This is an optimization exercise on Yosys and OpenROAD, whose aim is small area, a short achievable clock period and few clock cycles per item, not a production implementation.
RTL that was checked went through simulation tests only; none was proved equivalent to the original.

==> trial 11: inputs <==
// logarithm
module logarithm #(
	parameter n = 16,
	parameter m = 24,
	parameter k = 5 ,
	parameter p = 24
) (
	input        clk  ,  
	input        reset,  
	input        start,
	input  [0:n] x    ,
	output [1:p] y    ,
	output       done
);
==> flow/config.mk <==
export PLATFORM = sky130hd
export DESIGN_NAME = logarithm
export DESIGN_NICKNAME = logarithm
export VERILOG_FILES = /design/flow/design.v
export SDC_FILE = /design/flow/constraint.sdc
export NUM_CORES = 4
export LEC_CHECK = 0
export CAP_MARGIN = 20
export CORE_MARGIN = 2
export CORE_UTILIZATION = 40
export SETUP_SLACK_MARGIN = 3.8
export SLEW_MARGIN = 60
export SYNTH_HIERARCHICAL = 1
export SYNTH_MINIMUM_KEEP_SIZE = 0
==> flow/constraint.sdc <==
create_clock -name core_clock -period 9.0 [get_ports {clk}]
set_input_delay 1.8000 -clock core_clock [delete_from_list [all_inputs] [get_ports {clk}]]
set_output_delay 1.8000 -clock core_clock [all_outputs]
set_load 0.01 [all_outputs]
run.sh (not shown) runs the stock make flow with config.mk's settings and CLKGATE_MAP_FILE= SYNTH_SCRIPT=/design/flow/synth_recipe.tcl, a recipe that flattens the netlist after the stock synthesis.
==> build 58 (differences from trial 11) <==
Settings changed: SETUP_SLACK_MARGIN 3.8 to 3.5.
==> PnR_summary.wiki <==
{| class="wikitable"
! Metric !! Value
|-
| First-pass GRT wire length || about 45,000 um
|-
| Layout non-clock buf frac || 0.0709
|-
| Signed area change from the synthesized netlist to the final layout || 11.3%
|-
| Outcome || finished clean
|-
| Final min period || 4.93 ns
|-
| Period utilisation layout || 0.547
|-
| Multi-input logic area || 8570 um^2
|}
That was trial 11.
==> PnR_summary.wiki <==
{| class="wikitable"
! Metric !! Value
|-
| Post-place setup slack || about 3.4 ns
|-
| First-pass GRT wire length || between 40,000 and 50,000 um
|-
| Multi-input logic area || between 8000 and 9000 um^2
|-
| Signed area change from the synthesized netlist to the final layout || 9.18%
|-
| Period utilisation layout || 0.573
|-
| Outcome || finished clean
|}
That was build 58.
Testbench counts of trial 11, summed over its fixed seeds: cycles 41,600, items 1,600.
Testbench counts of build 58, summed over its fixed seeds: cycles 41,600, items 1,600.

==> inputs of ember <==
Another version of the RTL of logarithm (not shown whole).
clock: 9.0 ns
lec_check: 0
cap_margin: 20
core_margin: 2
core_utilization: 40
setup_slack_margin: 3.5
slew_margin: 60
synth_hierarchical: 1
synth_minimum_keep_size: 0
==> inputs of nickel, as changes to ember <==
--- a/flow/design.v
+++ b/flow/design.v
@@ -1870,19 +1870,47 @@
 	assign pp_[44] = c500 ^ s501;
 	assign pp_[45] = c502 ^ s503;
 	assign pp_[46] = c504 ^ s505;
 	assign pp_[47] = c506 ^ ~f[22];
 	assign pp_[48] = ~~f[23];
 	assign pp_[49] = 1'b0;
-	assign t[49:24] = pp_[49:24] ^ cy[49:24];
+	log_xor u_sum24 (pp_[24], cy[24], t[24]);
+	log_xor u_sum25 (pp_[25], cy[25], t[25]);
+	log_xor u_sum26 (pp_[26], cy[26], t[26]);
+	log_xor u_sum27 (pp_[27], cy[27], t[27]);
+	log_xor u_sum28 (pp_[28], cy[28], t[28]);
+	log_xor u_sum29 (pp_[29], cy[29], t[29]);
+	log_xor u_sum30 (pp_[30], cy[30], t[30]);
+	log_xor u_sum31 (pp_[31], cy[31], t[31]);
+	log_xor u_sum32 (pp_[32], cy[32], t[32]);
+	log_xor u_sum33 (pp_[33], cy[33], t[33]);
+	log_xor u_sum34 (pp_[34], cy[34], t[34]);
+	log_xor u_sum35 (pp_[35], cy[35], t[35]);
+	log_xor u_sum36 (pp_[36], cy[36], t[36]);
+	log_xor u_sum37 (pp_[37], cy[37], t[37]);
+	log_xor u_sum38 (pp_[38], cy[38], t[38]);
+	log_xor u_sum39 (pp_[39], cy[39], t[39]);
+	log_xor u_sum40 (pp_[40], cy[40], t[40]);
+	log_xor u_sum41 (pp_[41], cy[41], t[41]);
+	log_xor u_sum42 (pp_[42], cy[42], t[42]);
+	log_xor u_sum43 (pp_[43], cy[43], t[43]);
+	log_xor u_sum44 (pp_[44], cy[44], t[44]);
+	log_xor u_sum45 (pp_[45], cy[45], t[45]);
+	log_xor u_sum46 (pp_[46], cy[46], t[46]);
+	log_xor u_sum47 (pp_[47], cy[47], t[47]);
+	log_xor u_sum48 (pp_[48], cy[48], t[48]);
+	log_xor u_sum49 (pp_[49], cy[49], t[49]);
 	assign t[23:0] = 24'd0;
 	wire [25:0] s  = t[49:24];
 	wire        b  = f >= 24'd6949351;
-	wire [23:0] fn = b ? {s[25], s[23:1]} : s[23:0];
+	wire        ld = r[24];
+	wire        sh = ~ld & b;    
+	wire        sk = ~ld & ~b;   
 	always @(posedge clk)
-		f <= r[24] ? {x[1:n], {(m-n){1'b0}}} : fn;
+		f <= ({24{sh}} & {s[25], s[23:1]}) | ({24{sk}} & s[23:0]) |
+		     ({24{ld}} & {x[1:n], {(m-n){1'b0}}});
 	always @(posedge clk or negedge reset) begin
 		if (~reset)
 			r[24] <= 1'b1;
 		else if (start | ~r[24])
 			r[24] <= start ? 1'b0 : r[23];
 	end
SETUP_SLACK_MARGIN = 3   (was 3.5)
==> summary of the runs <==
- Critical path depth: ember is higher than nickel (2).
- Design area: nickel is lower than ember (about 0.33%).
- Area after synthesis is about the same in ember and nickel.
- Of ember and nickel, ember has the higher global-route usage (gap 0.24 points).
- Between nickel and ember, the lower fmax is in nickel (gap about 3.7%, measured against ember).
- In die area, ember and nickel hardly differ.
- Between ember and nickel, the lower first-iteration DRC count is in nickel (gap about 16%, measured against nickel).
Function was not checked in any run of this note: the RTL went through the layout flow alone.

==> inputs of branch cedar <==
logarithm, a different RTL version from the one above (not shown whole).
export LEC_CHECK = 0
export CAP_MARGIN = 20
export CORE_MARGIN = 2
export CORE_UTILIZATION = 40
export CTS_BUF_LIST = sky130_fd_sc_hd__clkbuf_4 sky130_fd_sc_hd__clkbuf_8
export SETUP_SLACK_MARGIN = 3.8
export SLEW_MARGIN = 60
export SYNTH_HIERARCHICAL = 1
export SYNTH_MINIMUM_KEEP_SIZE = 0
create_clock -name core_clock -period 9.0 [get_ports {clk}]
standard.sh (not shown) runs the stock make flow with config.mk's settings and CLKGATE_MAP_FILE= SYNTH_SCRIPT=/design/flow/synth_recipe.tcl, a recipe that flattens the netlist after the stock synthesis.
==> flow/flow/run.sh <==
#!/bin/bash
# Standard layout, with the smallest buffer on the ports instead of the
# delay buffer that buffer_ports picks by default.
set -e
export BUFFER_PORTS_ARGS="-buffer_cell sky130_fd_sc_hd__buf_1"
bash standard.sh finish > standard_flow.log 2>&1
==> branch amber (differences from branch cedar) <==
--- a/flow/design.v
+++ b/flow/design.v
@@ -1573,41 +1573,55 @@
 	log_xor u_sum46 (pp_[46], cy[46], t[46]);
 	log_xor u_sum47 (pp_[47], cy[47], t[47]);
 	log_xor u_sum48 (pp_[48], cy[48], t[48]);
 	log_xor u_sum49 (pp_[49], cy[49], t[49]);
 	assign t[23:0] = 24'd0;
 	wire [25:0] s  = t[49:24];
 	wire        b  = f >= 24'd6949351;
-	wire ge1 = f >= 24'd742791;
-	wire ge2 = f >= 24'd1518468;
-	wire ge3 = f >= 24'd2328488;
-	wire ge4 = f >= 24'd3174369;
-	wire ge5 = f >= 24'd4057702;
-	wire ge6 = f >= 24'd4980142;
-	wire ge7 = f >= 24'd5943423;
-	wire ge8 = b;
-	wire ge9 = f >= 24'd7999816;
-	wire ge10 = f >= 24'd9096789;
-	wire ge11 = f >= 24'd10242329;
-	wire ge12 = f >= 24'd11438586;
-	wire ge13 = f >= 24'd12687807;
-	wire ge14 = f >= 24'd13992335;
-	wire ge15 = f >= 24'd15354619;
-	wire tb0 = ge8;
-	wire tb1 = (tb0 ? ge12 : ge4);
-	wire tb2 = (tb0 ? (tb1 ? ge14 : ge10) : (tb1 ? ge6 : ge2));
-	wire tb3 = (tb0 ? (tb1 ? (tb2 ? ge15 : ge13) : (tb2 ? ge11 : ge9)) : (tb1 ? (tb2 ? ge7 : ge5) : (tb2 ? ge3 : ge1)));
-	wire [3:0] tbits = {tb0, tb1, tb2, tb3};
-	reg  [20:0] sr;          
-	reg  [3:0] q;           
-	reg         dn;          
-	wire        last = sr[20] & ~dn;
-	wire        ld = dn;
-	wire        sh = ~ld & b;    
-	wire        sk = ~ld & ~b;   
+	wire ge1 = f >= 24'd1518468;
+	wire ge2 = f >= 24'd3174369;
+	wire ge3 = f >= 24'd4980142;
+	wire ge4 = b;
+	wire ge5 = f >= 24'd9096789;
+	wire ge6 = f >= 24'd11438586;
+	wire ge7 = f >= 24'd13992335;
+	wire tb0 = ge4;
+	wire tb1 = (tb0 ? ge6 : ge2);
+	wire tb2 = (tb0 ? (tb1 ? ge7 : ge5) : (tb1 ? ge3 : ge1));
+	wire [2:0] tbits = {tb0, tb1, tb2};
+	reg  [21:0] sr;          
+	wire        dn = sr[21];
+	wire        sh = ~dn & b;      
+	wire        sk = ~dn & ~b;     
+	wire        hd = dn & ~start;  
+	wire [23:0] fh;              
+	log_nand u_hold0 (hd, f[0], fh[0]);
+	log_nand u_hold1 (hd, f[1], fh[1]);
+	log_nand u_hold2 (hd, f[2], fh[2]);
+	log_nand u_hold3 (hd, f[3], fh[3]);
+	log_nand u_hold4 (hd, f[4], fh[4]);
+	log_nand u_hold5 (hd, f[5], fh[5]);
+	log_nand u_hold6 (hd, f[6], fh[6]);
+	log_nand u_hold7 (hd, f[7], fh[7]);
+	log_nand u_hold8 (hd, f[8], fh[8]);
+	log_nand u_hold9 (hd, f[9], fh[9]);
+	log_nand u_hold10 (hd, f[10], fh[10]);
+	log_nand u_hold11 (hd, f[11], fh[11]);
+	log_nand u_hold12 (hd, f[12], fh[12]);
+	log_nand u_hold13 (hd, f[13], fh[13]);
+	log_nand u_hold14 (hd, f[14], fh[14]);
+	log_nand u_hold15 (hd, f[15], fh[15]);
+	log_nand u_hold16 (hd, f[16], fh[16]);
+	log_nand u_hold17 (hd, f[17], fh[17]);
+	log_nand u_hold18 (hd, f[18], fh[18]);
+	log_nand u_hold19 (hd, f[19], fh[19]);
+	log_nand u_hold20 (hd, f[20], fh[20]);
+	log_nand u_hold21 (hd, f[21], fh[21]);
+	log_nand u_hold22 (hd, f[22], fh[22]);
+	log_nand u_hold23 (hd, f[23], fh[23]);
 	wire [23:0] fs;              
 	log_a22oi u_sel0 (sh, s[1], sk, s[0], fs[0]);
 	log_a22oi u_sel1 (sh, s[2], sk, s[1], fs[1]);
 	log_a22oi u_sel2 (sh, s[3], sk, s[2], fs[2]);
 	log_a22oi u_sel3 (sh, s[4], sk, s[3], fs[3]);
 	log_a22oi u_sel4 (sh, s[5], sk, s[4], fs[4]);
 	log_a22oi u_sel5 (sh, s[6], sk, s[5], fs[5]);
@@ -1626,29 +1640,27 @@
 	log_a22oi u_sel18 (sh, s[19], sk, s[18], fs[18]);
 	log_a22oi u_sel19 (sh, s[20], sk, s[19], fs[19]);
 	log_a22oi u_sel20 (sh, s[21], sk, s[20], fs[20]);
 	log_a22oi u_sel21 (sh, s[22], sk, s[21], fs[21]);
 	log_a22oi u_sel22 (sh, s[23], sk, s[22], fs[22]);
 	log_a22oi u_sel23 (sh, s[25], sk, s[23], fs[23]);
 	always @(posedge clk)
-		f <= ~fs | ({24{ld & x[0]}} & {x[1:n], {(m-n){1'b0}}});
+		f <= ~fs | ~fh | ({24{start & x[0]}} & {x[1:n], {(m-n){1'b0}}});
 	always @(posedge clk or negedge reset) begin
 		if (~reset)
-			dn <= 1'b1;
-		else if (start | last)
-			dn <= ~start;
+			sr[21] <= 1'b1;
+		else if (start | ~dn)
+			sr[21] <= start ? 1'b0 : sr[20];
 	end
 	always @(posedge clk) begin
-		if (start | (~dn & ~last))
-			sr <= start ? 21'd1 : {sr[19:0], b};
-		if (last)
-			q <= tbits;
+		if (start | ~dn)
+			sr[20:0] <= start ? 21'd1 : {sr[19:0], b};
 	end
 	assign done = dn;
-	assign y    = {sr[19:0], q};
+	assign y    = {sr[20:0], tbits};
 endmodule
 module log_fa (input a, input b, input c, output s, output co);
 	assign s  = a ^ b ^ c;
 	assign co = (a & b) | (a & c) | (b & c);
 endmodule
 module log_xor (input a, input b, output y);
 	assign y = a ^ b;
--- a/flow/config.mk
+++ b/flow/config.mk
@@ -5,11 +5,11 @@
 export SDC_FILE = /design/flow/constraint.sdc
 export NUM_CORES = 4
 export LEC_CHECK = 0
 export CAP_MARGIN = 20
 export CORE_MARGIN = 2
 export CORE_UTILIZATION = 40
 export CTS_BUF_LIST = sky130_fd_sc_hd__clkbuf_4 sky130_fd_sc_hd__clkbuf_8
-export SETUP_SLACK_MARGIN = 3.8
+export SETUP_SLACK_MARGIN = 4.0
 export SLEW_MARGIN = 60
 export SYNTH_HIERARCHICAL = 1
 export SYNTH_MINIMUM_KEEP_SIZE = 0
==> branch juniper (differences from branch cedar) <==
--- a/flow/design.v
+++ b/flow/design.v
@@ -1573,38 +1573,24 @@
 	log_xor u_sum46 (pp_[46], cy[46], t[46]);
 	log_xor u_sum47 (pp_[47], cy[47], t[47]);
 	log_xor u_sum48 (pp_[48], cy[48], t[48]);
 	log_xor u_sum49 (pp_[49], cy[49], t[49]);
 	assign t[23:0] = 24'd0;
 	wire [25:0] s  = t[49:24];
 	wire        b  = f >= 24'd6949351;
-	wire ge1 = f >= 24'd742791;
-	wire ge2 = f >= 24'd1518468;
-	wire ge3 = f >= 24'd2328488;
-	wire ge4 = f >= 24'd3174369;
-	wire ge5 = f >= 24'd4057702;
-	wire ge6 = f >= 24'd4980142;
-	wire ge7 = f >= 24'd5943423;
-	wire ge8 = b;
-	wire ge9 = f >= 24'd7999816;
-	wire ge10 = f >= 24'd9096789;
-	wire ge11 = f >= 24'd10242329;
-	wire ge12 = f >= 24'd11438586;
-	wire ge13 = f >= 24'd12687807;
-	wire ge14 = f >= 24'd13992335;
-	wire ge15 = f >= 24'd15354619;
-	wire tb0 = ge8;
-	wire tb1 = (tb0 ? ge12 : ge4);
-	wire tb2 = (tb0 ? (tb1 ? ge14 : ge10) : (tb1 ? ge6 : ge2));
-	wire tb3 = (tb0 ? (tb1 ? (tb2 ? ge15 : ge13) : (tb2 ? ge11 : ge9)) : (tb1 ? (tb2 ? ge7 : ge5) : (tb2 ? ge3 : ge1)));
-	wire [3:0] tbits = {tb0, tb1, tb2, tb3};
-	reg  [20:0] sr;          
-	reg  [3:0] q;           
+	wire ge1 = f >= 24'd3174369;
+	wire ge2 = b;
+	wire ge3 = f >= 24'd11438586;
+	wire tb0 = ge2;
+	wire tb1 = (tb0 ? ge3 : ge1);
+	wire [1:0] tbits = {tb0, tb1};
+	reg  [22:0] sr;          
+	reg  [1:0] q;           
 	reg         dn;          
-	wire        last = sr[20] & ~dn;
+	wire        last = sr[22] & ~dn;
 	wire        ld = dn;
 	wire        sh = ~ld & b;    
 	wire        sk = ~ld & ~b;   
 	wire [23:0] fs;              
 	log_a22oi u_sel0 (sh, s[1], sk, s[0], fs[0]);
 	log_a22oi u_sel1 (sh, s[2], sk, s[1], fs[1]);
 	log_a22oi u_sel2 (sh, s[3], sk, s[2], fs[2]);
@@ -1635,20 +1621,20 @@
 		if (~reset)
 			dn <= 1'b1;
 		else if (start | last)
 			dn <= ~start;
 	end
 	always @(posedge clk) begin
 		if (start | (~dn & ~last))
-			sr <= start ? 21'd1 : {sr[19:0], b};
+			sr <= start ? 23'd1 : {sr[21:0], b};
 		if (last)
 			q <= tbits;
 	end
 	assign done = dn;
-	assign y    = {sr[19:0], q};
+	assign y    = {sr[21:0], q};
 endmodule
 module log_fa (input a, input b, input c, output s, output co);
 	assign s  = a ^ b ^ c;
 	assign co = (a & b) | (a & c) | (b & c);
 endmodule
 module log_xor (input a, input b, output y);
 	assign y = a ^ b;
==> reports/results.ini <==
[layout]
clk_share_pct = 1.028
fin_util_pct = 42.36

[sta]
finClkSkew_ns = 0.01618

[routing]
first_iter_violations = 600

[floorplan]
dieHeight_um = 168.1

[critical_path]
path_cells = buf_4, nand2_1, fa_1, fa_1, fa_1, fa_1, maj3_2, nand2_1, nand2_1, nor2_1, nand2_1, nor2_1, a21oi_4, buf_12, o21ai_1, xor2_1, a22oi_2, nand2_1
crit_required_ns = 9.29

[run_status]
status = timing/DRC/antenna clean

[clock_tree]
cts_sinks = 50

That was branch juniper.
==> reports/results.ini <==
[routing]
first_iter_violations = 567

[critical_path]
path_cells = buf_4, nand2_1, fa_1, fa_1, fa_1, maj3_2, fa_1, nand2_1, a21oi_2, o21ai_4, a21oi_2, o21ai_2, a21oi_4, buf_12, o21ai_1, xor2_1, a22oi_2, nand3_1
crit_required_ns = 9.21

[run_status]
status = timing/DRC/antenna clean

[clock_tree]
cts_sinks = 46

That was branch amber.
==> reports/results.ini <==
[critical_path]
path_cells = buf_4, nand2_1, fa_1, fa_1, fa_1, fa_1, nand2_1, nand2_1, o21ai_1, a21oi_4, o21ai_1, a21oi_4, buf_4, o21ai_1, xor2_2, a22oi_2, nand2_1
crit_required_ns = 9.28

[run_status]
status = timing/DRC/antenna clean

[layout]
fin_util_pct = 42.81
clk_share_pct = 0.9343

[floorplan]
dieHeight_um = 173.4

[sta]
finClkSkew_ns = 0.008414

[routing]
first_iter_violations = 826

That was branch cedar.
Testbench counts of branch amber, summed over its fixed seeds: cycles 36,800, items 1,600.
Function not checked in branch cedar and branch juniper: the RTL went through the layout flow alone.

## port drivers added, routing unchanged
The flow's constraints put no driver on any port. The routed layouts listed below were extracted and timed again, unchanged, in two steps. Step 1 assumes that a clkbuf_16 drives the clock port and a buf_2 every other input. Step 2 moves the port delays by t, midway between the first and last clock arrival at a register: inputs arrive t later, outputs are due t later. That takes back most of the time a late clock gives input paths. Three values: ideal, step 1, step 2; two values: the first two.
run | shift t [ns] | setup WS [ns] | worst setup path at the end | worst data-port slew with drivers (ns) | cell pins on the clock port's net
trial 11 | 0.319 | 4.073 / 4.073 / 4.073 | register to register | 0.05 | 1
build 58 | 0.319 | 3.846 / 3.846 / 3.846 | register to register | 0.05 | 1
ember | 0.349 | 3.612 / 3.612 / 3.612 | register to register | 0.06 | 1
nickel | 0.346 | 3.404 / 3.404 / 3.404 | register to register | 0.04 | 1
branch cedar | 0.365 | 4.053 / 4.053 / 4.053 | register to register | 0.05 | 1
branch amber | 0.346 | 4.208 / 4.208 / 4.208 | register to register | 0.04 | 1
branch juniper | 0.370 | 4.092 / 4.092 / 4.092 | register to register | 0.05 | 1
After both steps setup and hold are still met in every run listed.
